From an optimization exercise on the open Yosys and OpenROAD flow, aimed at small area; shortcuts taken in it are not production practice.
In this exercise RTL edits were held to simulation tests only and were not proved equivalent to the original.
No driver is modelled on the clock port, so clock power and skew are understated where the tree is cut down; a real chip needs a root buffer or a tree.

Design top, start of the top module:
module top (
    input  wire        clk,
    input  wire        rst,
    input  wire signed [7:0] din,
    output reg  signed [7:0] f1, f2, f3, f4
);
Size in the first run: ~310 cells after synthesis, roughly 72 flip-flops, about 42 I/O pins, ~4000 um^2 of cells after synthesis.
export LEC_CHECK = 0
export CAP_MARGIN = 20
export CORE_MARGIN = 2
export CORE_UTILIZATION = 40
export SLEW_MARGIN = 20
export SYNTH_HIERARCHICAL = 1
export SYNTH_MINIMUM_KEEP_SIZE = 0
create_clock -name core_clock -period 12.0 [get_ports {clk}]
standard.sh (not shown) runs the stock make flow with config.mk's settings and CLKGATE_MAP_FILE= SYNTH_SCRIPT=/design/flow/synth_recipe.tcl, a recipe that flattens the netlist after the stock synthesis.
==> flow/flow/run.sh <==
#!/bin/bash
# The standard layout, with buf_1 port buffers and a clock tree without
# dummy loads. Each tool's output goes to a log file in this folder.
set -euo pipefail
bash standard.sh \
  "BUFFER_PORTS_ARGS=-buffer_cell sky130_fd_sc_hd__buf_1" \
  "CTS_ARGS=-sink_clustering_enable -repair_clock_nets -dont_use_dummy_load -sink_clustering_size 40 -sink_clustering_max_diameter 300 -buf_list {sky130_fd_sc_hd__clkbuf_4 sky130_fd_sc_hd__clkbuf_8} -root_buf sky130_fd_sc_hd__clkbuf_8" \
  finish > flow_standard.log 2>&1
Rerun with:
==> flow/run.sh (new file) <==
#!/bin/bash
# synth_recipe.tcl (not shown) runs the flow's synth.tcl, then flattens the netlist and writes it again
# the make line also repeats each setting of config.mk as NAME=value (left out here)
make -C /OpenROAD-flow-scripts/flow DESIGN_CONFIG=/design/flow/config.mk WORK_HOME=/design/flow/orfs CLKGATE_MAP_FILE= SYNTH_SCRIPT=/design/flow/synth_recipe.tcl finish
removed: flow/flow/run.sh
removed: flow/standard.sh
Result: The new run completed without violations. Via count came out higher slightly. Wire length came out higher slightly. Synthesized cell count is unchanged.
Rerun with:
==> flow/flow/run.sh (new file) <==
#!/bin/bash
# The standard layout, with buf_1 port buffers and a clock tree without
# dummy loads. Each tool's output goes to a log file in this folder.
set -euo pipefail
bash standard.sh \
  "BUFFER_PORTS_ARGS=-buffer_cell sky130_fd_sc_hd__buf_1" \
  "CTS_ARGS=-sink_clustering_enable -repair_clock_nets -dont_use_dummy_load" \
  finish > flow_standard.log 2>&1
==> flow/standard.sh (new file) <==
#!/bin/bash
# synth_recipe.tcl (not shown) runs the flow's synth.tcl, then flattens the netlist and writes it again
# the make line also repeats each setting of config.mk as NAME=value (left out here)
make -C /OpenROAD-flow-scripts/flow DESIGN_CONFIG=/design/flow/config.mk WORK_HOME=/design/flow/orfs CLKGATE_MAP_FILE= SYNTH_SCRIPT=/design/flow/synth_recipe.tcl "${@:-finish}"
removed: flow/run.sh
Worst setup slack is better by 0.32 ns.
Synthesized cell count does not change.
Wire length fell by 0.54%.
Critical path depth stays the same.
Non-clock buffer count rose by 2.
Cell count fell by 1.0%.
Count of clock-buffer cells in the layout fell by 4.
First-iteration DRC count fell by 19%.
Die area stays the same.


top, a different RTL version from the one above (not shown whole).
For scale: ~300 cells after synthesis, ~42 I/O pins, roughly 4000 sq um of cells after synthesis.
clock: 12.0 ns
lec_check: 0
cap_margin: 20
core_margin: 2
core_utilization: 40
slew_margin: 20
synth_hierarchical: 1
synth_minimum_keep_size: 0
==> flow/flow/run.sh <==
#!/bin/bash
# The standard layout, with buf_1 port buffers, every combinational cell at
# its smallest drive after floorplan (repair sizes up what needs it), and a
# clock tree without dummy loads. Tool output goes to log files here.
set -euo pipefail
here=$(pwd)
bash standard.sh \
  "BUFFER_PORTS_ARGS=-buffer_cell sky130_fd_sc_hd__buf_1" \
  "POST_FLOORPLAN_TCL=$here/flow/downsize.tcl" \
  "CTS_ARGS=-sink_clustering_enable -repair_clock_nets -dont_use_dummy_load -buf_list {sky130_fd_sc_hd__clkbuf_4} -root_buf sky130_fd_sc_hd__clkbuf_4 -tree_buf sky130_fd_sc_hd__clkbuf_4" \
  finish > flow_standard.log 2>&1
==> flow/flow/downsize.tcl <==
# Give every combinational cell the smallest drive strength of its kind.
# Later repair steps size up whatever timing, slew or load needs.
set db [ord::get_db]
set block [ord::get_db_block]
set n 0
foreach inst [$block getInsts] {
  set m [[$inst getMaster] getName]
  if { ![regexp {^(sky130_fd_sc_hd__([a-z0-9]+))_(\d+)$} $m -> base kind drv] } { continue }
  if { [regexp {^(df|edf|sdf|sedf|dl|clk|tap|fill|decap|conb|diode|probe|lpflow)} $kind] } { continue }
  foreach d {0 1 2} {
    set cand "${base}_$d"
    if { $cand eq $m } { break }
    set cm [$db findMaster $cand]
    if { $cm ne "NULL" && $cm ne "" } {
      replace_cell [get_cells [$inst getName]] $cand
      incr n
      break
    }
  }
}
puts "downsize: replaced $n cells"
Rerun with:
--- a/flow/flow/run.sh
+++ b/flow/flow/run.sh
@@ -8,4 +8,4 @@
   "BUFFER_PORTS_ARGS=-buffer_cell sky130_fd_sc_hd__buf_1" \
   "POST_FLOORPLAN_TCL=$here/flow/downsize.tcl" \
-  "CTS_ARGS=-sink_clustering_enable -repair_clock_nets -dont_use_dummy_load -buf_list {sky130_fd_sc_hd__clkbuf_4} -root_buf sky130_fd_sc_hd__clkbuf_4 -tree_buf sky130_fd_sc_hd__clkbuf_4" \
+  "CTS_ARGS=-sink_clustering_enable -repair_clock_nets -dont_use_dummy_load -buf_list {sky130_fd_sc_hd__clkbuf_16} -root_buf sky130_fd_sc_hd__clkbuf_16 -sink_clustering_size 80 -sink_clustering_max_diameter 500" \
   finish > flow_standard.log 2>&1
The new run passed the timing, design-rule and antenna checks.
Setup slack is worse by 62 ps.
First-iteration DRC count decreases by about a fifth.
Flip-flop and latch count does not change.
Design area increases by a few percent.
Final cell count stays the same.
Wire length increases slightly.
Maximum frequency decreases slightly.


Setup of job 2102:
The RTL this note starts from:
==> flow/design.v <==
module full_adder(input a, b, cin, output sum, carry);
    assign sum   = a ^ b ^ cin;
    assign carry = (a & b) | (a & cin) | (b & cin);
endmodule
module truncated_adder_8bit (
    input  wire [8:0] t,
    input  wire [7:0] d,
    output wire [7:0] r
);
    wire [9:2] c;
    wire c1 = t[0] | d[0];
    assign c[2] = (t[1] & d[1]) | (t[1] & c1) | (d[1] & c1);
    full_adder fa2 (t[2], d[2], c[2], r[0], c[3]);
    full_adder fa3 (t[3], d[3], c[3], r[1], c[4]);
    full_adder fa4 (t[4], d[4], c[4], r[2], c[5]);
    full_adder fa5 (t[5], d[5], c[5], r[3], c[6]);
    full_adder fa6 (t[6], d[6], c[6], r[4], c[7]);
    full_adder fa7 (t[7], d[7], c[7], r[5], c[8]);
    full_adder fa8 (t[8], d[7], c[8], r[6], c[9]);
    assign r[7] = t[8] ^ d[7] ^ c[9];
endmodule
module truncated_multiplier_8bit (
    input  wire [7:0] a,
    input  wire [7:0] b,
    output wire [7:0] tn,
    output wire       t8
);
    wire p1 = ~(a[0] & b[0]);
    wire p2 = ~(a[0] & b[1]);
    wire p3 = ~(a[0] & b[2]);
    wire p4 = ~(a[0] & b[3]);
    wire p5 = ~(a[0] & b[4]);
    wire p6 = ~(a[0] & b[5]);
    wire p7 = ~(a[0] & b[6]);
    wire p8 = ~(a[1] & b[0]);
    wire p9 = ~(a[1] & b[1]);
    wire p10 = ~(a[1] & b[2]);
    wire p11 = ~(a[1] & b[3]);
    wire p12 = ~(a[1] & b[4]);
    wire p13 = ~(a[1] & b[5]);
    wire p14 = ~(a[1] & b[6]);
    wire p15 = ~(a[2] & b[0]);
    wire p16 = ~(a[2] & b[1]);
    wire p17 = ~(a[2] & b[2]);
    wire p18 = ~(a[2] & b[3]);
    wire p19 = ~(a[2] & b[4]);
    wire p20 = ~(a[2] & b[5]);
    wire p21 = ~(a[2] & b[6]);
    wire p22 = ~(a[3] & b[0]);
    wire p23 = ~(a[3] & b[1]);
    wire p24 = ~(a[3] & b[2]);
    wire p25 = ~(a[3] & b[3]);
    wire p26 = ~(a[3] & b[4]);
    wire p27 = ~(a[3] & b[5]);
    wire p28 = ~(a[3] & b[6]);
    wire p29 = ~(a[4] & b[0]);
    wire p30 = ~(a[4] & b[1]);
    wire p31 = ~(a[4] & b[2]);
    wire p32 = ~(a[4] & b[3]);
    wire p33 = ~(a[4] & b[4]);
    wire p34 = ~(a[4] & b[5]);
    wire p35 = ~(a[4] & b[6]);
    wire p36 = ~(a[5] & b[0]);
    wire p37 = ~(a[5] & b[1]);
    wire p38 = ~(a[5] & b[2]);
    wire p39 = ~(a[5] & b[3]);
    wire p40 = ~(a[5] & b[4]);
    wire p41 = ~(a[5] & b[5]);
    wire p42 = ~(a[5] & b[6]);
    wire p43 = ~(a[6] & b[0]);
    wire p44 = ~(a[6] & b[1]);
    wire p45 = ~(a[6] & b[2]);
    wire p46 = ~(a[6] & b[3]);
    wire p47 = ~(a[6] & b[4]);
    wire p48 = ~(a[6] & b[5]);
    wire p49 = ~(a[6] & b[6]);
    wire p50 = a[0] & b[7];
    wire p51 = a[7] & b[0];
    wire p52 = a[1] & b[7];
    wire p53 = a[7] & b[1];
    wire p54 = a[2] & b[7];
    wire p55 = a[7] & b[2];
    wire p56 = a[3] & b[7];
    wire p57 = a[7] & b[3];
    wire p58 = a[4] & b[7];
    wire p59 = a[7] & b[4];
    wire p60 = a[5] & b[7];
    wire p61 = a[7] & b[5];
    wire p62 = a[6] & b[7];
    wire p63 = a[7] & b[6];
    wire p64 = ~(a[7] & b[7]);
    wire p65 = ~b[7];
    wire h66 = p2 | p8;
    full_adder fa_s67 (p15, p3, p9, s67, c68);
    wire h69 = h66 | s67;
    full_adder fa_s70 (p10, p16, p22, s70, c71);
    full_adder fa_s72 (p4, c68, s70, s72, c73);
    wire h74 = h69 | s72;
    full_adder fa_s75 (p11, p17, p23, s75, c76);
    full_adder fa_s77 (p29, p5, c71, s77, c78);
    full_adder fa_s79 (s75, s77, c73, s79, c80);
    wire h81 = h74 | s79;
    full_adder fa_s82 (p12, p18, p24, s82, c83);
    full_adder fa_s84 (p30, p36, p6, s84, c85);
    full_adder fa_s86 (c76, s82, s84, s86, c87);
    full_adder fa_s88 (c78, s86, c80, s88, c89);
    wire h90 = h81 | s88;
    full_adder fa_s91 (p13, p19, p25, s91, c92);
    full_adder fa_s93 (p31, p37, p43, s93, c94);
    full_adder fa_s95 (p7, c83, c85, s95, c96);
    full_adder fa_s97 (s91, s93, c87, s97, c98);
    full_adder fa_s99 (s95, s97, c89, s99, c100);
    wire h101 = h90 | s99;
    full_adder fa_s102 (p14, p20, p26, s102, c103);
    full_adder fa_s104 (p32, p38, p44, s104, c105);
    full_adder fa_s106 (p50, p51, c92, s106, c107);
    full_adder fa_s108 (c94, s102, s104, s108, c109);
    full_adder fa_s110 (s106, c96, s108, s110, c111);
    full_adder fa_s112 (c98, s110, c100, s112, c113);
    wire h114 = h101 | s112;
    full_adder fa_s115 (p21, p27, p33, s115, c116);
    full_adder fa_s117 (p39, p45, p52, s117, c118);
    full_adder fa_s119 (p53, c103, c105, s119, c120);
    full_adder fa_s121 (s115, s117, c107, s121, c122);
    full_adder fa_s123 (c109, s119, s121, s123, c124);
    full_adder fa_s125 (c111, s123, c113, s125, c126);
    wire s127, c128;
    xnor_bit xn_s127 (h114, s125, s127);
    or_bit or_c128 (h114, s125, c128);
    full_adder fa_s129 (b[0], b[1], p28, s129, c130);
    full_adder fa_s131 (p34, p40, p46, s131, c132);
    full_adder fa_s133 (p54, p55, s129, s133, c134);
    full_adder fa_s135 (c116, c118, s131, s135, c136);
    full_adder fa_s137 (s133, c120, s135, s137, c138);
    full_adder fa_s139 (c122, s137, c124, s139, c140);
    full_adder fa_s141 (s139, c126, c128, s141, c142);
    full_adder fa_s143 (b[2], p35, p41, s143, c144);
    full_adder fa_s145 (p47, p56, p57, s145, c146);
    full_adder fa_s147 (c130, c132, s143, s147, c148);
    full_adder fa_s149 (s145, c134, c136, s149, c150);
    full_adder fa_s151 (s147, s149, c138, s151, c152);
    full_adder fa_s153 (s151, c140, c142, s153, c154);
    full_adder fa_s155 (b[3], p42, p48, s155, c156);
    full_adder fa_s157 (p58, p59, c144, s157, c158);
    full_adder fa_s159 (c146, s155, s157, s159, c160);
    full_adder fa_s161 (c148, c150, s159, s161, c162);
    full_adder fa_s163 (c152, s161, c154, s163, c164);
    full_adder fa_s165 (b[4], p49, p60, s165, c166);
    full_adder fa_s167 (p61, c156, s165, s167, c168);
    full_adder fa_s169 (c158, s167, c160, s169, c170);
    full_adder fa_s171 (s169, c162, c164, s171, c172);
    full_adder fa_s173 (b[5], p62, p63, s173, c174);
    full_adder fa_s175 (c166, s173, c168, s175, c176);
    full_adder fa_s177 (s175, c170, c172, s177, c178);
    full_adder fa_s179 (b[6], p64, c174, s179, c180);
    full_adder fa_s181 (s179, c176, c178, s181, c182);
    full_adder fa_s183 (p65, c180, c182, s183, c184);
    assign tn[0] = s127;
    assign tn[1] = s141;
    assign tn[2] = s153;
    assign tn[3] = s163;
    assign tn[4] = s171;
    assign tn[5] = s177;
    assign tn[6] = s181;
    assign tn[7] = s183;
    assign t8 = (c184) ^ 1'b0;
endmodule
module xnor_bit (input wire a, b, output wire y);
    assign y = ~(a ^ b);
endmodule
module or_bit (input wire a, b, output wire y);
    assign y = a | b;
endmodule
module top (
    input  wire        clk,
    input  wire        rst,
    input  wire signed [7:0] din,
    output reg  signed [7:0] f1, f2, f3, f4
);
    reg [1:0] g, j;
    reg [8:0] s0, s1, s2, s3;
    wire [7:0] tn;
    wire       t8;
    wire [7:0] rn;
    truncated_multiplier_8bit mul (.a(s3[7:0]), .b(din), .tn(tn), .t8(t8));
    truncated_adder_8bit      add (.t(s3), .d(din), .r(rn));
    always @(posedge clk or posedge rst) begin
        if (rst) begin
            g <= 2'd2;
            j <= 2'd0;
        end else begin
            j <= {j[0], ~j[1]};
            if (j == 2'd2) g <= {~g[1] & g[0], ~(g[1] & g[0])};
        end
    end
    wire       selA  = ~g[0];
    wire       selR  = g[0] & g[1];
    wire       nselT = ~g[0] | g[1];
    wire [7:0] s0_d;
    ring_mux rm [7:0] (.sa(selA), .sr(selR), .nst(nselT), .d(din), .r(rn), .tn(tn), .y(s0_d));
    always @(posedge clk) begin
        s0 <= {t8, s0_d};
        s1 <= s0;
        s2 <= s1;
        s3 <= s2;
    end
    wire e1 = (g == 2'd3) & (j == 2'd3);
    wire e2 = (g == 2'd3) & (j == 2'd2);
    wire e3 = (g == 2'd0) & (j == 2'd0);
    wire e4 = (g == 2'd0) & (j == 2'd1);
    wire [7:0] f1_d, f2_d, f3_d, f4_d;
    hold_mux h1 [7:0] (.en(e1), .enn(~e1), .d(s1[7:0]), .q(f1), .y(f1_d));
    hold_mux h2 [7:0] (.en(e2), .enn(~e2), .d(s1[7:0]), .q(f2), .y(f2_d));
    hold_mux h3 [7:0] (.en(e3), .enn(~e3), .d(s1[7:0]), .q(f3), .y(f3_d));
    hold_mux h4 [7:0] (.en(e4), .enn(~e4), .d(s1[7:0]), .q(f4), .y(f4_d));
    always @(posedge clk or posedge rst) begin
        if (rst) begin
            f1 <= 8'd0; f2 <= 8'd0; f3 <= 8'd0; f4 <= 8'd0;
        end else begin
            f1 <= f1_d; f2 <= f2_d; f3 <= f3_d; f4 <= f4_d;
        end
    end
endmodule
module ring_mux (input wire sa, sr, nst, d, r, tn, output wire y);
    assign y = (sa & d) | (sr & r) | ~(nst | tn);
endmodule
module hold_mux (input wire en, enn, d, q, output wire y);
    assign y = (en & d) | (enn & q);
endmodule
clock: 12.0 ns
lec_check: 0
cap_margin: 20
core_margin: 2
core_utilization: 40
slew_margin: 20
synth_hierarchical: 1
synth_minimum_keep_size: 0
==> flow/flow/run.sh <==
#!/bin/bash
# The standard layout, with buf_1 port buffers, every combinational cell at
# its smallest drive after floorplan (repair sizes up what needs it), and a
# flat clock tree of 2 x 2 buffers clkbuf_8. Tool output goes to log files here.
set -euo pipefail
here=$(pwd)
export CLK_GX=2 CLK_GY=2 CLK_BUF=sky130_fd_sc_hd__clkbuf_8
bash standard.sh \
  "BUFFER_PORTS_ARGS=-buffer_cell sky130_fd_sc_hd__buf_1" \
  "POST_FLOORPLAN_TCL=$here/flow/downsize.tcl" \
  "CTS_ARGS=-sink_clustering_enable -repair_clock_nets -dont_use_dummy_load" \
  "POST_CTS_TCL=$here/flow/clocktree.tcl" \
  finish > flow_standard.log 2>&1
==> flow/flow/clocktree.tcl <==
# After CTS: replace the clock tree CTS built by a flat one. The sinks are
# split into a CLK_GX x CLK_GY grid of groups (by x, then by y within each
# column); each group gets one buffer of type CLK_BUF at its centroid, driven
# from the clock port.
set gx [expr { [info exists ::env(CLK_GX)] ? $::env(CLK_GX) : 1 }]
set gy [expr { [info exists ::env(CLK_GY)] ? $::env(CLK_GY) : 1 }]
set bufcell [expr { [info exists ::env(CLK_BUF)] ? $::env(CLK_BUF) : "sky130_fd_sc_hd__clkbuf_16" }]
set db [ord::get_db]
set block [ord::get_db_block]
set clk [$block findNet clk]

# the clock tree: every buffer reached from the clock port through clock buffers
set tree {}
set front [list $clk]
set sinks {}
while { [llength $front] } {
  set net [lindex $front 0]
  set front [lrange $front 1 end]
  foreach it [$net getITerms] {
    if { ![$it isInputSignal] } { continue }
    set inst [$it getInst]
    set m [[$inst getMaster] getName]
    if { [string match "sky130_fd_sc_hd__clkbuf_*" $m] || [string match "sky130_fd_sc_hd__clkinv*" $m] } {
      lappend tree $inst
      lappend front [[$inst findITerm X] getNet]
    } else {
      lappend sinks $it
    }
  }
}
puts "clocktree: [llength $tree] tree cells, [llength $sinks] sinks"
foreach inst $tree {
  set onet [[$inst findITerm X] getNet]
  foreach it [$onet getITerms] { $it disconnect }
  odb::dbInst_destroy $inst
  odb::dbNet_destroy $onet
}
foreach it $sinks { $it disconnect }

# split the sinks by x
set keyed {}
foreach it $sinks {
  set b [[$it getInst] getBBox]
  lappend keyed [list [expr { ([$b xMin] + [$b xMax]) / 2 }] [expr { ([$b yMin] + [$b yMax]) / 2 }] $it]
}
set keyed [lsort -integer -index 0 $keyed]
set n [llength $keyed]
set master [$db findMaster $bufcell]
set g 0
for { set cx 0 } { $cx < $gx } { incr cx } {
  set col [lrange $keyed [expr { $cx * $n / $gx }] [expr { ($cx + 1) * $n / $gx - 1 }]]
  set col [lsort -integer -index 1 $col]
  set m [llength $col]
  for { set cy 0 } { $cy < $gy } { incr cy } {
    set part [lrange $col [expr { $cy * $m / $gy }] [expr { ($cy + 1) * $m / $gy - 1 }]]
    set net [odb::dbNet_create $block "clknet_flat_$g"]
    $net setSigType CLOCK
    set buf [odb::dbInst_create $block $master "clkbuf_flat_$g"]
    [$buf findITerm A] connect $clk
    [$buf findITerm X] connect $net
    set sx 0; set sy 0
    foreach k $part {
      lassign $k x y it
      $it connect $net
      incr sx $x; incr sy $y
    }
    set cnt [llength $part]
    $buf setLocation [expr { $sx / $cnt }] [expr { $sy / $cnt }]
    $buf setPlacementStatus PLACED
    puts "clocktree: $bufcell clkbuf_flat_$g drives $cnt sinks"
    incr g
  }
}
detailed_placement
check_placement -verbose
estimate_parasitics -placement
report_clock_skew
==> flow/flow/downsize.tcl <==
# Give every combinational cell the smallest drive strength of its kind,
# except drivers of more than 6 pins, which keep the drive synthesis gave
# them. Later repair steps size up whatever timing, slew or load needs.
set db [ord::get_db]
set block [ord::get_db_block]
set n 0
foreach inst [$block getInsts] {
  set m [[$inst getMaster] getName]
  if { ![regexp {^(sky130_fd_sc_hd__([a-z0-9]+))_(\d+)$} $m -> base kind drv] } { continue }
  if { [regexp {^(df|edf|sdf|sedf|dl|clk|tap|fill|decap|conb|diode|probe|lpflow)} $kind] } { continue }
  set fo 0
  foreach it [$inst getITerms] {
    if { [$it isOutputSignal] && [$it getNet] ne "NULL" } {
      incr fo [expr { [llength [[$it getNet] getITerms]] - 1 }]
    }
  }
  if { $fo > 6 } { continue }
  foreach d {0 1 2} {
    set cand "${base}_$d"
    if { $cand eq $m } { break }
    set cm [$db findMaster $cand]
    if { $cm ne "NULL" && $cm ne "" } {
      replace_cell [get_cells [$inst getName]] $cand
      incr n
      break
    }
  }
}
puts "downsize: replaced $n cells"
#### Input delta (job 2886 over job 2102)
- PLACE_DENSITY now 0.75, previously not set
- CORE_UTILIZATION now 65, was 40
--- a/flow/flow/run.sh
+++ b/flow/flow/run.sh
@@ -4 +4 @@
-# flat clock tree of 2 x 2 buffers clkbuf_8. Tool output goes to log files here.
+# flat clock tree of 2 x 1 buffers clkbuf_16. Tool output goes to log files here.
@@ -7 +7 @@
-export CLK_GX=2 CLK_GY=2 CLK_BUF=sky130_fd_sc_hd__clkbuf_8
+export CLK_GX=2 CLK_GY=1 CLK_BUF=sky130_fd_sc_hd__clkbuf_16
--- a/flow/flow/downsize.tcl
+++ b/flow/flow/downsize.tcl
@@ -1,3 +1,2 @@
-# Give every combinational cell the smallest drive strength of its kind,
-# except drivers of more than 6 pins, which keep the drive synthesis gave
-# them. Later repair steps size up whatever timing, slew or load needs.
+# Give every combinational cell the smallest drive strength of its kind.
+# Later repair steps size up whatever timing, slew or load needs.
@@ -11,7 +9,0 @@
-  set fo 0
-  foreach it [$inst getITerms] {
-    if { [$it isOutputSignal] && [$it getNet] ne "NULL" } {
-      incr fo [expr { [llength [[$it getNet] getITerms]] - 1 }]
-    }
-  }
-  if { $fo > 6 } { continue }
Notes after the runs:
In the flow results for job 2886 and job 2102, the synthesis-to-layout area growth is larger on job 2102. Compared job 2886 against job 2102; via count within noise. Final worst slack improves in job 2886 relative to job 2102. Job 2886 vs job 2102, area of all placed cells without fillers went down by 83 um2.
--- input diff job 2886..job 448 ---
- a change of CORE_UTILIZATION from 65 to 40
- a deleted PLACE_DENSITY that had been 0.75
--- a/flow/flow/run.sh
+++ b/flow/flow/run.sh
@@ -4 +4 @@
-# flat clock tree of 2 x 1 buffers clkbuf_16. Tool output goes to log files here.
+# flat clock tree of 2 x 2 buffers clkbuf_8. Tool output goes to log files here.
@@ -7 +7 @@
-export CLK_GX=2 CLK_GY=1 CLK_BUF=sky130_fd_sc_hd__clkbuf_16
+export CLK_GX=2 CLK_GY=2 CLK_BUF=sky130_fd_sc_hd__clkbuf_8
Notes after the runs:
Compared job 448 vs job 2886, and arrival time of the worst setup path is up in job 448.
Taking job 2886 as the reference, in job 448 share of the clock period used by the worst path saw an increase.
No run of this note takes its clock network from TritonCTS; it comes from the design's own scripts or RTL.

separate check: timing with driven ports:
How much do the figures lean on ideal ports? The routed layouts below were timed once more, with nothing changed but the port constraints.
Step 1 assumes that a clkbuf_16 drives the clock port and a buf_2 every other input.
Step 2 also shifts input and output timing later by t, the mid clock arrival at the registers, as if the neighbouring blocks saw the same clock.
Slacks: ideal ports / drivers / drivers and shift; pairs: ideal ports / drivers.
run	t, ns	slack for setup (ns)	worst data-port slew with drivers (ns)
the first run of note 1	0.350	2.636 / 2.633 / 2.284	0.03
the second run of note 1	0.360	2.318 / 2.318 / 1.958	0.03
the third run of note 1	0.350	2.636 / 2.633 / 2.284	0.03
the first run of note 2	0.393	2.613 / 2.611 / 2.218	0.03
the second run of note 2	0.341	2.550 / 2.553 / 2.213	0.03
job 2102	0.209	2.674 / 2.702 / 2.493	0.03
job 2886	0.222	2.719 / 2.744 / 2.522	0.03
job 448	0.210	2.632 / 2.665 / 2.455	0.03
After both steps setup and hold are still met in every run listed. The setup slack of the first run of note 2, which loses most, moves by -0.002 ns with the drivers and by -0.395 ns with both steps.
